Context: an optimization exercise on an open-source flow, tuned for small area. The choices shown serve that exercise and are no tape-out recipe.
Where RTL was checked, it was by simulation tests only, not by an equivalence proof against the original.
Power and IR drop assume default switching activity.

==> 06-12: inputs <==
Design printer_core, start of the top module:
module printer_core(
	input	wire			clk,
	input	wire			rst,
	input	wire	[9:0]	flags_out,
	input	wire	[9:0]	configuration_1,
	input	wire	[31:0]	stepper_1_speed,
	input	wire	[31:0]	stepper_2_speed,
	input	wire	[31:0]	stepper_3_speed,
	input	wire	[31:0]	stepper_4_speed,
	input	wire	[31:0]	stepper_1_steps_out,
	input	wire	[31:0]	stepper_2_steps_out,
	input	wire	[31:0]	stepper_3_steps_out,
	input	wire	[31:0]	stepper_4_steps_out,
	input	wire	[11:0]	temp_bed_bottom,
	input	wire	[11:0]	temp_bed_upper,
	input	wire	[11:0]	temp_e1_bottom,
	input	wire	[11:0]	temp_e1_upper,
	input	wire	[5:0]	endstop_raw,	 
	input	wire	[11:0]	temp_e1,
	input	wire	[11:0]	temp_bed,
	output	wire	[2:0]	flags_in,
	output	wire	[5:0]	end_stop,
	output	wire	[31:0]	stepper_1_steps_in,
	output	wire	[31:0]	stepper_2_steps_in,
	output	wire	[31:0]	stepper_3_steps_in,
	output	wire	[31:0]	stepper_4_steps_in,
	output	wire	[3:0]	step,
	output	wire	[3:0]	dir,
	output	wire	[3:0]	enable,
	output	wire			heater_bed,
	output	wire			heater_e1
);
	reg		[9:0]	flags_read;
	always @(posedge clk)
		if (rst)
			flags_read <= 10'd0;
		else
			flags_read <= flags_out;
	wire	[5:0]	es;
	endstop_filter ef1(.clk(clk), .rst(rst), .in(endstop_raw[0] ^ configuration_1[0]), .out(es[0]));
	endstop_filter ef2(.clk(clk), .rst(rst), .in(endstop_raw[1] ^ configuration_1[1]), .out(es[1]));
	endstop_filter ef3(.clk(clk), .rst(rst), .in(endstop_raw[2] ^ configuration_1[2]), .out(es[2]));
	endstop_filter ef4(.clk(clk), .rst(rst), .in(endstop_raw[3] ^ configuration_1[3]), .out(es[3]));
	endstop_filter ef5(.clk(clk), .rst(rst), .in(endstop_raw[4] ^ configuration_1[4]), .out(es[4]));
	endstop_filter ef6(.clk(clk), .rst(rst), .in(endstop_raw[5] ^ configuration_1[5]), .out(es[5]));
	assign end_stop = es;
  ...
==> module ripple_inc, before the edit <==
module ripple_inc #(parameter W = 32) (
	input	wire	[W-1:0]	a,
	input	wire			en,
	output	wire	[W-1:0]	y);
	wire	[W:0]	c;
	assign c[0] = en;
	genvar i;
	generate for (i = 0; i < W; i = i + 1) begin : g
		assign y[i] = a[i] ^ c[i];
		assign c[i+1] = c[i] & a[i];
	end endgenerate
endmodule
==> module step_count, before the edit <==
module step_count(
	input	wire	[31:0]	q,
	input	wire	[31:0]	x,
	input	wire			load,
	input	wire			neg,
	input	wire			done,
	output	wire	[31:0]	q_next,
	output	wire			dir_next);
	wire	[31:0]	a = load ? x : q;
	wire	[32:0]	b;
	wire	[31:0]	t;
	assign b[0] = load ? neg : done;
	genvar i;
	generate for (i = 0; i < 32; i = i + 1) begin : g
		assign t[i] = a[i] ^ b[i];
		assign b[i+1] = b[i] & !a[i];
	end endgenerate
	wire	t31 = x[31] ^ (neg & !(|x[30:0]));
	assign q_next = t ^ {32{load & t31}};
	assign dir_next = t31 ^ neg;
endmodule
Settings: LEC_CHECK=0, CAP_MARGIN=20, CORE_MARGIN=2, CORE_UTILIZATION=65, CTS_CLUSTER_DIAMETER=100, CTS_CLUSTER_SIZE=25, SLEW_MARGIN=20; clock period 10.0 ns.
standard.sh (not shown) runs the stock make flow with config.mk's settings and CLKGATE_MAP_FILE= SYNTH_SCRIPT=/design/flow/synth_recipe.tcl, a recipe that flattens the netlist after the stock synthesis.
==> flow/flow/run.sh <==
#!/bin/bash
# The standard layout (standard.sh: ORFS synthesis to final), except that the
# input and output ports get the smallest buffer, sky130_fd_sc_hd__buf_1,
# instead of the one buffer_ports picks by default. ORFS writes each step's
# log under orfs/logs; make's own output goes to standard.log.
set -euo pipefail
export BUFFER_PORTS_ARGS="-buffer_cell sky130_fd_sc_hd__buf_1"
bash standard.sh > standard.log 2>&1
==> inputs of 04-01, as changes to 06-12 <==
--- a/flow/design.v
+++ b/flow/design.v
@@ -115,31 +115,33 @@
 	generate for (i = 0; i < W; i = i + 1) begin : g
 		assign y[i] = a[i] ^ c[i];
 		assign c[i+1] = c[i] & (a[i] ^ down);
 	end endgenerate
 endmodule
 module step_count(
-	input	wire	[31:0]	q,
+	input	wire	[31:0]	r,
 	input	wire	[31:0]	x,
 	input	wire			load,
 	input	wire			neg,
 	input	wire			done,
-	output	wire	[31:0]	q_next,
-	output	wire			dir_next);
-	wire	[31:0]	a = load ? x : q;
-	wire	[32:0]	b;
-	wire	[31:0]	t;
-	assign b[0] = load ? neg : done;
+	input	wire			down,
+	output	wire	[31:0]	y);
+	wire	[31:0]	a = load ? x : r;
+	wire			dn = load | down;
+	wire			inv = load & neg;
+	wire	[31:0]	p = a ^ {32{dn}};	 
+	wire	[32:0]	c;
+	assign c[0] = load ? neg : done;
 	genvar i;
 	generate for (i = 0; i < 32; i = i + 1) begin : g
-		assign t[i] = a[i] ^ b[i];
-		assign b[i+1] = b[i] & !a[i];
+		assign y[i] = a[i] ^ c[i] ^ inv;
+		if (i == 15)
+			assign c[16] = c[0] & (&p[15:0]);
+		else
+			assign c[i+1] = c[i] & p[i];
 	end endgenerate
-	wire	t31 = x[31] ^ (neg & !(|x[30:0]));
-	assign q_next = t ^ {32{load & t31}};
-	assign dir_next = t31 ^ neg;
 endmodule
 module ripple_cneg #(parameter W = 32) (
 	input	wire	[W-1:0]	a,
 	input	wire			neg,
 	output	wire	[W-1:0]	y);
 	wire	[W:0]	o;
@@ -249,20 +251,18 @@
 	output	wire			dir_1,
 	output	wire			step_signal_2,
 	output	wire			dir_2,
 	output	wire			steppers_driving,
 	output	wire	[31:0]	stepper_step_out_1,
 	output	wire	[31:0]	stepper_step_out_2);
-	reg		[31:0]	q_1, q_2;		 
+	reg		[31:0]	r_1, r_2;
 	reg		[31:0]	c_1, c_2;
 	reg		[31:0]	speed_1, speed_2;
 	reg				signal_1, signal_2;
 	reg				driving_1, driving_2;
 	reg				direction_1, direction_2;
-	wire	[31:0]	r_1 = q_1 ^ {32{direction_1}};
-	wire	[31:0]	r_2 = q_2 ^ {32{direction_2}};
 	reg				f;
 	reg				x_minus, x_plus, y_minus, y_plus;	 
 	assign steppers_driving = driving_1 | driving_2;
 	assign step_signal_1 = signal_1;
 	assign step_signal_2 = signal_2;
 	assign dir_1 = direction_1;
@@ -302,18 +302,17 @@
 	wire	due_1 = (c_1 == speed_1);
 	wire	due_2 = (c_2 == speed_2);
 	wire	run_1 = ok & (|r_1[30:0]);
 	wire	run_2 = ok & (|r_2[30:0]);
 	wire	done_1 = driving_1 & signal_1 & (!run_1 | due_1) | !ok & signal_1;
 	wire	done_2 = driving_2 & signal_2 & (!run_2 | due_2) | !ok & signal_2;
-	wire	[31:0]	q_1_next, q_2_next;
-	wire			dir_1_next, dir_2_next;
-	step_count r_1_cnt(.q(q_1), .x(stepper_step_in_1), .load(load), .neg(negate_1),
-		.done(done_1), .q_next(q_1_next), .dir_next(dir_1_next));
-	step_count r_2_cnt(.q(q_2), .x(stepper_step_in_2), .load(load), .neg(negate_2),
-		.done(done_2), .q_next(q_2_next), .dir_next(dir_2_next));
+	wire	[31:0]	r_1_step, r_2_step;
+	step_count r_1_cnt(.r(r_1), .x(stepper_step_in_1), .load(load), .neg(negate_1),
+		.done(done_1), .down(!direction_1), .y(r_1_step));
+	step_count r_2_cnt(.r(r_2), .x(stepper_step_in_2), .load(load), .neg(negate_2),
+		.done(done_2), .down(!direction_2), .y(r_2_step));
 	wire	active = driving_1 | driving_2;
 	wire	clear_1 = active & !ok & !(|r_1[30:0]);
 	wire	clear_2 = active & !ok & !(|r_2[30:0]);
 	always @(posedge clk)
 	begin
 		c_1 <= (load | due_1) ? 32'd1 : c_1_inc;
@@ -322,31 +321,31 @@
 		begin
 			speed_1 <= stepper_speed_1;
 			speed_2 <= stepper_speed_2;
 		end
 		if (rst)
 		begin
-			q_1 <= 32'd0; q_2 <= 32'd0;
+			r_1 <= 32'd0; r_2 <= 32'd0;
 			signal_1 <= 1'b0; signal_2 <= 1'b0;
 			driving_1 <= 1'b0; driving_2 <= 1'b0;
 			direction_1 <= 1'b0; direction_2 <= 1'b0;
 			f <= 1'b0;
 			x_minus <= 1'b0; x_plus <= 1'b0; y_minus <= 1'b0; y_plus <= 1'b0;
 		end
 		else
 		begin
-			q_1 <= {clear_1 ? direction_1 : q_1_next[31], q_1_next[30:0]};
-			q_2 <= {clear_2 ? direction_2 : q_2_next[31], q_2_next[30:0]};
+			r_1 <= {r_1_step[31] & !clear_1, r_1_step[30:0]};
+			r_2 <= {r_2_step[31] & !clear_2, r_2_step[30:0]};
 			if (load)
 			begin
 				driving_1 <= nz_in_1;
 				driving_2 <= nz_in_2;
 				signal_1 <= nz_in_1;
 				signal_2 <= nz_in_2;
-				direction_1 <= dir_1_next;
-				direction_2 <= dir_2_next;
+				direction_1 <= d_1;
+				direction_2 <= d_2;
 				f <= 1'b1;
 				x_plus  <= s_on_y ? !d_1 : s_plus;
 				x_minus <= s_on_y ?  d_1 : s_minus;
 				y_plus  <= s_on_y ? s_plus  : !d_1;
 				y_minus <= s_on_y ? s_minus : d_1;
 			end
@@ -397,45 +396,40 @@
 	input	wire			zmax,
 	input	wire			start_driving,
 	output	wire			step_signal,
 	output	wire			direction,
 	output	wire			stepper_driving,
 	output	wire	[31:0]	stepper_step_out);
-	reg		[31:0]	q;
-	reg				q_dir;
-	wire	[31:0]	r = q ^ {32{q_dir}};
+	reg		[31:0]	r;
 	reg		[31:0]	mi;		 
 	reg				signal;
 	reg				driving;
 	reg				f;
 	assign stepper_driving = driving;
 	assign step_signal = signal;
 	assign direction = r[31];
 	assign stepper_step_out = r;
 	wire	es_ok = (!zmin & !zmax) | (zmin & !r[31]) | (zmax & r[31]);
 	wire	load = !driving & !f & start_driving & (|stepper_step_in[30:0]) & es_ok;
-	wire	run = (|r[30:0]) & es_ok;	 
+	wire	run = (|r[30:0]) & es_ok;
 	wire	due = (mi == 32'hfffffffe);	 
 	wire	done = driving & signal & (!run | due);
-	wire	[31:0]	mi_inc, q_next;
-	wire			dir_next;
+	wire	[31:0]	mi_inc, r_step;
 	ripple_inc #(32) m_cnt(.a(mi), .en(1'b1), .y(mi_inc));
-	step_count r_cnt(.q(q), .x(stepper_step_in), .load(load), .neg(negate),
-		.done(done), .q_next(q_next), .dir_next(dir_next));
+	step_count r_cnt(.r(r), .x(stepper_step_in), .load(load), .neg(negate),
+		.done(done), .down(!r[31]), .y(r_step));
 	always @(posedge clk)
 	begin
 		mi <= (load | due) ? ~stepper_speed : mi_inc;
 		if (rst)
 		begin
-			q <= 32'd0; q_dir <= 1'b0; signal <= 1'b0; driving <= 1'b0; f <= 1'b0;
+			r <= 32'd0; signal <= 1'b0; driving <= 1'b0; f <= 1'b0;
 		end
 		else
 		begin
-			q <= q_next;
-			if (load)
-				q_dir <= dir_next;
+			r <= r_step;
 			if (load)
 			begin
 				driving <= 1'b1;
 				signal <= 1'b1;
 				f <= 1'b1;
 			end
@@ -469,45 +463,40 @@
 	input	wire	[31:0]	stepper_speed,
 	input	wire			start_driving,
 	output	wire			step_signal,
 	output	wire			dir,
 	output	wire			stepper_driving,
 	output	wire	[31:0]	stepper_step_out);
-	reg		[31:0]	q;
-	reg				q_dir;
-	wire	[31:0]	r = q ^ {32{q_dir}};
+	reg		[31:0]	r;
 	reg		[31:0]	mi;		 
 	reg				signal;
 	reg				driving;
 	reg				f;
 	assign stepper_driving = driving;
 	assign step_signal = signal;
 	assign dir = r[31];
 	assign stepper_step_out = r;
 	wire	es_ok = 1'b1;
 	wire	load = !driving & !f & start_driving & (|stepper_step_in[30:0]) & es_ok;
-	wire	run = (|r[30:0]) & es_ok;	 
+	wire	run = (|r[30:0]) & es_ok;
 	wire	due = (mi == 32'hfffffffe);	 
 	wire	done = driving & signal & (!run | due);
-	wire	[31:0]	mi_inc, q_next;
-	wire			dir_next;
+	wire	[31:0]	mi_inc, r_step;
 	ripple_inc #(32) m_cnt(.a(mi), .en(1'b1), .y(mi_inc));
-	step_count r_cnt(.q(q), .x(stepper_step_in), .load(load), .neg(negate),
-		.done(done), .q_next(q_next), .dir_next(dir_next));
+	step_count r_cnt(.r(r), .x(stepper_step_in), .load(load), .neg(negate),
+		.done(done), .down(!r[31]), .y(r_step));
 	always @(posedge clk)
 	begin
 		mi <= (load | due) ? ~stepper_speed : mi_inc;
 		if (rst)
 		begin
-			q <= 32'd0; q_dir <= 1'b0; signal <= 1'b0; driving <= 1'b0; f <= 1'b0;
+			r <= 32'd0; signal <= 1'b0; driving <= 1'b0; f <= 1'b0;
 		end
 		else
 		begin
-			q <= q_next;
-			if (load)
-				q_dir <= dir_next;
+			r <= r_step;
 			if (load)
 			begin
 				driving <= 1'b1;
 				signal <= 1'b1;
 				f <= 1'b1;
 			end
==> flow/flow/run.sh (replaced) <==
#!/bin/bash
# The standard layout (standard.sh: ORFS synthesis to final) with changes to
# how it is made:
#  - synthesis maps the logic with an area-oriented ABC script
#    (flow/abc_area.script, used through ABC_AREA=1 in config.mk) in place of
#    ORFS's, and leaves adders to ABC instead of extracting full and half
#    adder cells first (ADDER_MAP_FILE empty); only the combinational
#    mapping changes, so the registers, their names and cell types are those
#    of the standard synthesis;
#  - the input and output ports get the smallest buffer,
#    sky130_fd_sc_hd__buf_1, instead of the one buffer_ports picks.
# ORFS writes each step's log under orfs/logs; make's own output goes to
# standard.log.
set -euo pipefail
rm -rf scripts_area
cp -r "$FLOW_HOME/scripts" scripts_area
cp flow/abc_area.script scripts_area/abc_area.script
export BUFFER_PORTS_ARGS="-buffer_cell sky130_fd_sc_hd__buf_1"
bash standard.sh SCRIPTS_DIR="$PWD/scripts_area" ADDER_MAP_FILE= finish > standard.log 2>&1
==> flow/flow/abc_area.script (new file) <==
strash
&get -n
&fraig -x
&put
scorr
dc2
strash
dch -f
amap -m -F 2 -A 8
ABC_AREA = 1   (was not set)
==> inputs of 09-22, as changes to 06-12 <==
--- a/flow/design.v
+++ b/flow/design.v
@@ -86,13 +86,16 @@
 	output	wire	[W-1:0]	y);
 	wire	[W:0]	c;
 	assign c[0] = en;
 	genvar i;
 	generate for (i = 0; i < W; i = i + 1) begin : g
 		assign y[i] = a[i] ^ c[i];
-		assign c[i+1] = c[i] & a[i];
+		if (W > 20 && i == W / 2 - 1)
+			assign c[i+1] = c[0] & (&a[i:0]);
+		else
+			assign c[i+1] = c[i] & a[i];
 	end endgenerate
 endmodule
 module ripple_dec #(parameter W = 32) (
 	input	wire	[W-1:0]	a,
 	input	wire			en,
 	output	wire	[W-1:0]	y);
@@ -129,13 +132,16 @@
 	wire	[32:0]	b;
 	wire	[31:0]	t;
 	assign b[0] = load ? neg : done;
 	genvar i;
 	generate for (i = 0; i < 32; i = i + 1) begin : g
 		assign t[i] = a[i] ^ b[i];
-		assign b[i+1] = b[i] & !a[i];
+		if (i == 15)
+			assign b[16] = b[0] & !(|a[15:0]);
+		else
+			assign b[i+1] = b[i] & !a[i];
 	end endgenerate
 	wire	t31 = x[31] ^ (neg & !(|x[30:0]));
 	assign q_next = t ^ {32{load & t31}};
 	assign dir_next = t31 ^ neg;
 endmodule
 module ripple_cneg #(parameter W = 32) (
@@ -249,14 +255,18 @@
 	output	wire			dir_1,
 	output	wire			step_signal_2,
 	output	wire			dir_2,
 	output	wire			steppers_driving,
 	output	wire	[31:0]	stepper_step_out_1,
 	output	wire	[31:0]	stepper_step_out_2);
-	reg		[31:0]	q_1, q_2;		 
-	reg		[31:0]	c_1, c_2;
+	reg		[31:0]	qn_1, qn_2;		 
+	wire	[31:0]	q_1 = ~qn_1;
+	wire	[31:0]	q_2 = ~qn_2;
+	reg		[31:0]	cn_1, cn_2;		 
+	wire	[31:0]	c_1 = ~cn_1;
+	wire	[31:0]	c_2 = ~cn_2;
 	reg		[31:0]	speed_1, speed_2;
 	reg				signal_1, signal_2;
 	reg				driving_1, driving_2;
 	reg				direction_1, direction_2;
 	wire	[31:0]	r_1 = q_1 ^ {32{direction_1}};
 	wire	[31:0]	r_2 = q_2 ^ {32{direction_2}};
@@ -313,32 +323,32 @@
 		.done(done_2), .q_next(q_2_next), .dir_next(dir_2_next));
 	wire	active = driving_1 | driving_2;
 	wire	clear_1 = active & !ok & !(|r_1[30:0]);
 	wire	clear_2 = active & !ok & !(|r_2[30:0]);
 	always @(posedge clk)
 	begin
-		c_1 <= (load | due_1) ? 32'd1 : c_1_inc;
-		c_2 <= (load | due_2) ? 32'd1 : c_2_inc;
+		cn_1 <= ~((load | due_1) ? 32'd1 : c_1_inc);
+		cn_2 <= ~((load | due_2) ? 32'd1 : c_2_inc);
 		if (load)
 		begin
 			speed_1 <= stepper_speed_1;
 			speed_2 <= stepper_speed_2;
 		end
 		if (rst)
 		begin
-			q_1 <= 32'd0; q_2 <= 32'd0;
+			qn_1 <= 32'hffffffff; qn_2 <= 32'hffffffff;
 			signal_1 <= 1'b0; signal_2 <= 1'b0;
 			driving_1 <= 1'b0; driving_2 <= 1'b0;
 			direction_1 <= 1'b0; direction_2 <= 1'b0;
 			f <= 1'b0;
 			x_minus <= 1'b0; x_plus <= 1'b0; y_minus <= 1'b0; y_plus <= 1'b0;
 		end
 		else
 		begin
-			q_1 <= {clear_1 ? direction_1 : q_1_next[31], q_1_next[30:0]};
-			q_2 <= {clear_2 ? direction_2 : q_2_next[31], q_2_next[30:0]};
+			qn_1 <= ~{clear_1 ? direction_1 : q_1_next[31], q_1_next[30:0]};
+			qn_2 <= ~{clear_2 ? direction_2 : q_2_next[31], q_2_next[30:0]};
 			if (load)
 			begin
 				driving_1 <= nz_in_1;
 				driving_2 <= nz_in_2;
 				signal_1 <= nz_in_1;
 				signal_2 <= nz_in_2;
@@ -678,13 +688,14 @@
 	input	wire			clk,
 	input	wire			rst,
 	input	wire			full,
 	input	wire	[11:0]	signal_in,
 	output	wire	[11:0]	signal_out);
 	reg		[191:0]	history;
-	reg		[15:0]	sum;
+	reg		[15:0]	sum_n;		 
+	wire	[15:0]	sum = ~sum_n;
 	wire	[15:0]	x = sum;
 	wire	[15:0]	y = {4'd0, signal_in};
 	wire	[15:0]	z = {4'hf, ~(history[191:180] & {12{full}})};
 	wire	[15:0]	s = x ^ y ^ z;
 	wire	[16:0]	k = {(x & y) | (z & (x ^ y)), 1'b1};
 	wire	[16:0]	c;
@@ -696,35 +707,37 @@
 		assign c[i+1] = (s[i] & k[i]) | (c[i] & (s[i] ^ k[i]));
 	end endgenerate
 	always @(posedge clk)
 	begin
 		history <= {history[179:0], signal_in};
 		if (rst)
-			sum <= 16'd0;
+			sum_n <= 16'hffff;
 		else
-			sum <= next;
+			sum_n <= ~next;
 	end
 	assign signal_out = sum[15:4];
 endmodule
 module endstop_filter(
 	input	wire	clk,
 	input	wire	rst,
 	input	wire	in,
 	output	reg		out);
 	reg		[13:0]	k;
 	reg				prev;
-	wire	full = (k == 14'd10000);
-	wire	[13:0]	k_inc;
-	ripple_inc #(14) k_cnt(.a(k), .en(!full & (in == prev)), .y(k_inc));
+	wire	full = (k == 14'h036a);
+	wire	[13:0]	k_step = {k[12:0], !(k[13] ^ k[12] ^ k[11] ^ k[1])};
 	always @(posedge clk)
 		if (rst)
 		begin
 			out <= 1'b0; k <= 14'd0; prev <= 1'b0;
 		end
 		else
 		begin
 			prev <= in;
-			k <= (in == out) ? 14'd0 : k_inc;
+			if (in == out)
+				k <= 14'd0;
+			else if (!full & (in == prev))
+				k <= k_step;
 			if ((in != out) & full)
 				out <= prev;
 		end
 endmodule
==> flow/flow/run.sh (replaced) <==
#!/bin/bash
# The standard layout (standard.sh: ORFS synthesis to final) with changes to
# how it is made:
#  - synthesis maps the logic with an area-oriented ABC script
#    (flow/abc_area.script, used through ABC_AREA=1 in config.mk) in place of
#    ORFS's, and leaves adders to ABC instead of extracting full and half
#    adder cells first (ADDER_MAP_FILE empty); only the combinational
#    mapping changes, so the registers, their names and cell types are those
#    of the standard synthesis;
#  - the input and output ports get the smallest buffer,
#    sky130_fd_sc_hd__buf_1, instead of the one buffer_ports picks;
#  - clock tree synthesis (CTS_ARGS, the settings of config.mk written out)
#    inserts no dummy loads.
# ORFS writes each step's log under orfs/logs; make's own output goes to
# standard.log.
set -euo pipefail
rm -rf scripts_area
cp -r "$FLOW_HOME/scripts" scripts_area
cp flow/abc_area.script scripts_area/abc_area.script
export BUFFER_PORTS_ARGS="-buffer_cell sky130_fd_sc_hd__buf_1"
export CTS_ARGS="-sink_clustering_enable -repair_clock_nets -sink_clustering_size 16 -sink_clustering_max_diameter 80 -buf_list sky130_fd_sc_hd__clkbuf_8 -dont_use_dummy_load"
bash standard.sh SCRIPTS_DIR="$PWD/scripts_area" ADDER_MAP_FILE= finish > standard.log 2>&1
==> flow/flow/abc_area.script (new file) <==
strash
&get -n
&fraig -x
&put
scorr
dc2
strash
dch -f
amap -m -F 2 -A 8
ABC_AREA = 1   (was not set)
CORE_UTILIZATION = 75   (was 65)
CTS_BUF_LIST = sky130_fd_sc_hd__clkbuf_8   (was not set)
CTS_CLUSTER_DIAMETER = 80   (was 100)
CTS_CLUSTER_SIZE = 16   (was 25)
==> inputs of 10-25, as changes to 06-12 <==
--- a/flow/design.v
+++ b/flow/design.v
@@ -86,13 +86,16 @@
 	output	wire	[W-1:0]	y);
 	wire	[W:0]	c;
 	assign c[0] = en;
 	genvar i;
 	generate for (i = 0; i < W; i = i + 1) begin : g
 		assign y[i] = a[i] ^ c[i];
-		assign c[i+1] = c[i] & a[i];
+		if (W > 20 && i == W / 2 - 1)
+			assign c[i+1] = c[0] & (&a[i:0]);
+		else
+			assign c[i+1] = c[i] & a[i];
 	end endgenerate
 endmodule
 module ripple_dec #(parameter W = 32) (
 	input	wire	[W-1:0]	a,
 	input	wire			en,
 	output	wire	[W-1:0]	y);
@@ -129,13 +132,16 @@
 	wire	[32:0]	b;
 	wire	[31:0]	t;
 	assign b[0] = load ? neg : done;
 	genvar i;
 	generate for (i = 0; i < 32; i = i + 1) begin : g
 		assign t[i] = a[i] ^ b[i];
-		assign b[i+1] = b[i] & !a[i];
+		if (i == 15)
+			assign b[16] = b[0] & !(|a[15:0]);
+		else
+			assign b[i+1] = b[i] & !a[i];
 	end endgenerate
 	wire	t31 = x[31] ^ (neg & !(|x[30:0]));
 	assign q_next = t ^ {32{load & t31}};
 	assign dir_next = t31 ^ neg;
 endmodule
 module ripple_cneg #(parameter W = 32) (
==> flow/flow/run.sh (replaced) <==
#!/bin/bash
# The standard layout (standard.sh: ORFS synthesis to final) with two changes
# to how it is made:
#  - synthesis maps the logic with an area-oriented ABC script
#    (flow/abc_area.script, used through ABC_AREA=1 in config.mk) in place of
#    ORFS's; only the combinational mapping changes, so the registers, their
#    names and cell types are those of the standard synthesis;
#  - the input and output ports get the smallest buffer,
#    sky130_fd_sc_hd__buf_1, instead of the one buffer_ports picks.
# ORFS writes each step's log under orfs/logs; make's own output goes to
# standard.log.
set -euo pipefail
rm -rf scripts_area
cp -r "$FLOW_HOME/scripts" scripts_area
cp flow/abc_area.script scripts_area/abc_area.script
export BUFFER_PORTS_ARGS="-buffer_cell sky130_fd_sc_hd__buf_1"
bash standard.sh SCRIPTS_DIR="$PWD/scripts_area" finish > standard.log 2>&1
==> flow/flow/abc_area.script (new file) <==
strash
&get -n
&fraig -x
&put
scorr
dc2
strash
dch -f
amap -m -F 2 -A 8
ABC_AREA = 1   (was not set)
==> run summary <==
09-22 finished with timing, DRC and antenna clean. 06-12 ran to the end with no violations. 04-01 ran to the end with violations: setup timing. 10-25 produced a clean layout. In 04-01 the hold slack is lower than in 06-12, by 0.013 ns. In 06-12 the sequential power is smaller than in 09-22, by about 2%. Die area, highest first: 06-12, 10-25, 04-01, 09-22. Of 10-25 and 09-22, 10-25 has the higher design area (gap about 7%, measured against 09-22). The lowest register-to-register slack belongs to 04-01, the highest to 10-25. In 04-01 the count of clock-buffer cells in the layout is lower than in 10-25, by 2. Total power, highest first: 06-12, 04-01, 10-25, 09-22. The highest wire length belongs to 09-22, the lowest to 06-12. Against 04-01, the maximum frequency of 09-22 is higher by about 17%. Against 04-01, the synthesized area of 10-25 is higher by about 5%.
==> figures <==
metric	10-25	06-12	04-01	09-22
Result of the run	no timing/DRC/antenna violations	no timing/DRC/antenna violations	complete, but fails checks	no timing/DRC/antenna violations
Layout check failures	-	-	setup timing	-
Slew at the pin closest to its max-slew limit	1.098 ns	1.030 ns	1.011 ns	1.104 ns
Filler cell count in the final layout	5117	5192	4929	3285
Ratio of cells with drive above 1 in the final layout	2.565%	4.001%	3.774%	2.375%
Synth Area in XOR/XNOR	0.2401%	8.510%	0.1897%	0.02128%
Worst supply voltage drop on vdd	0.1624 mV	0.1826 mV	0.1894 mV	0.1490 mV
Initial Util	65.40%	65.56%	65.77%	76.17%
Compound-gate portion of the synthesized area	12.63%	5.226%	22.66%	24.81%
Met1 wire length	46210 µm	43850 µm	49110 µm	45220 µm
GR Layer Usage met3	6.351%	3.663%	5.152%	8.815%
Data arrival at the endpoint of the critical path	9.61 ns	10.13 ns	10.99 ns	9.48 ns
Final setup violation count	0	0	3	0
Hold Path End	heater_e1_control.filter_1.history[133]	heater_bed_control.filter_1.history[170]	heater_bed_control.filter_1.history[108]	heater_e1_control.filter_1.history[177]
Clock power share	24.8%	24.6%	24.8%	22.0%
Startpoint of the tightest hold check path	heater_e1_control.filter_1.history[121]	heater_bed_control.filter_1.history[158]	heater_bed_control.filter_1.history[96]	heater_e1_control.filter_1.history[165]
Non-clock buffering overhead	4.729%	5.390%	5.583%	4.882%
Post-route worst hold slack	0.3208 ns	0.3211 ns	0.3083 ns	0.2881 ns
Number of detailed-route iterations in the first pass	6	5	6	9
Achievable frequency	109.6 MHz	104.4 MHz	95.86 MHz	111.8 MHz
Starting DRT DRC Count	2104	1588	4010	4396
Top cell type's share of synthesized area	45.97%	44.75%	48.31%	48.89%
Multi-input gate share of total cell area	42.30%	43.46%	38.66%	37.23%
Only the layout flow was run in 06-12 and 04-01; the RTL was not checked for function there.

[what the ideal ports hide]
The flow's constraints put no driver on any port. The routed layouts listed below were extracted and timed again, unchanged, in two steps. Step 1, drivers: a clkbuf_16 drives clk and a buf_2 each remaining input, both assumed. Step 2, shift: input delay + t, output delay - t, t = (earliest + latest rising clock arrival at the registers) / 2. This alone moves slack from input paths to output paths. Three values: ideal ports, drivers, drivers and shift; two values: the first two.
| run | t, ns | setup WS [ns] | clock arrival spread, ns | slew at the worst register clock pin (ns) | pins driven straight from the clock port |
|---|---|---|---|---|---|
| 06-12 | 0.698 | 0.421 / 0.455 / -0.243 | 0.030 / 0.030 | 0.10 / 0.10 | 1 |
| 04-01 | 0.700 | -0.432 / -0.415 / -1.115 | 0.022 / 0.022 | 0.10 / 0.10 | 1 |
| 09-22 | 0.744 | 1.053 / 1.096 / 0.352 | 0.089 / 0.088 | 0.11 / 0.11 | 1 |
| 10-25 | 0.703 | 0.878 / 0.927 / 0.224 | 0.036 / 0.036 | 0.11 / 0.11 | 1 |
With both steps, setup timing fails in 06-12, where it was met with ideal ports. The setup slack of 09-22, which loses most, moves by +0.043 ns with the drivers and by -0.701 ns with both steps.
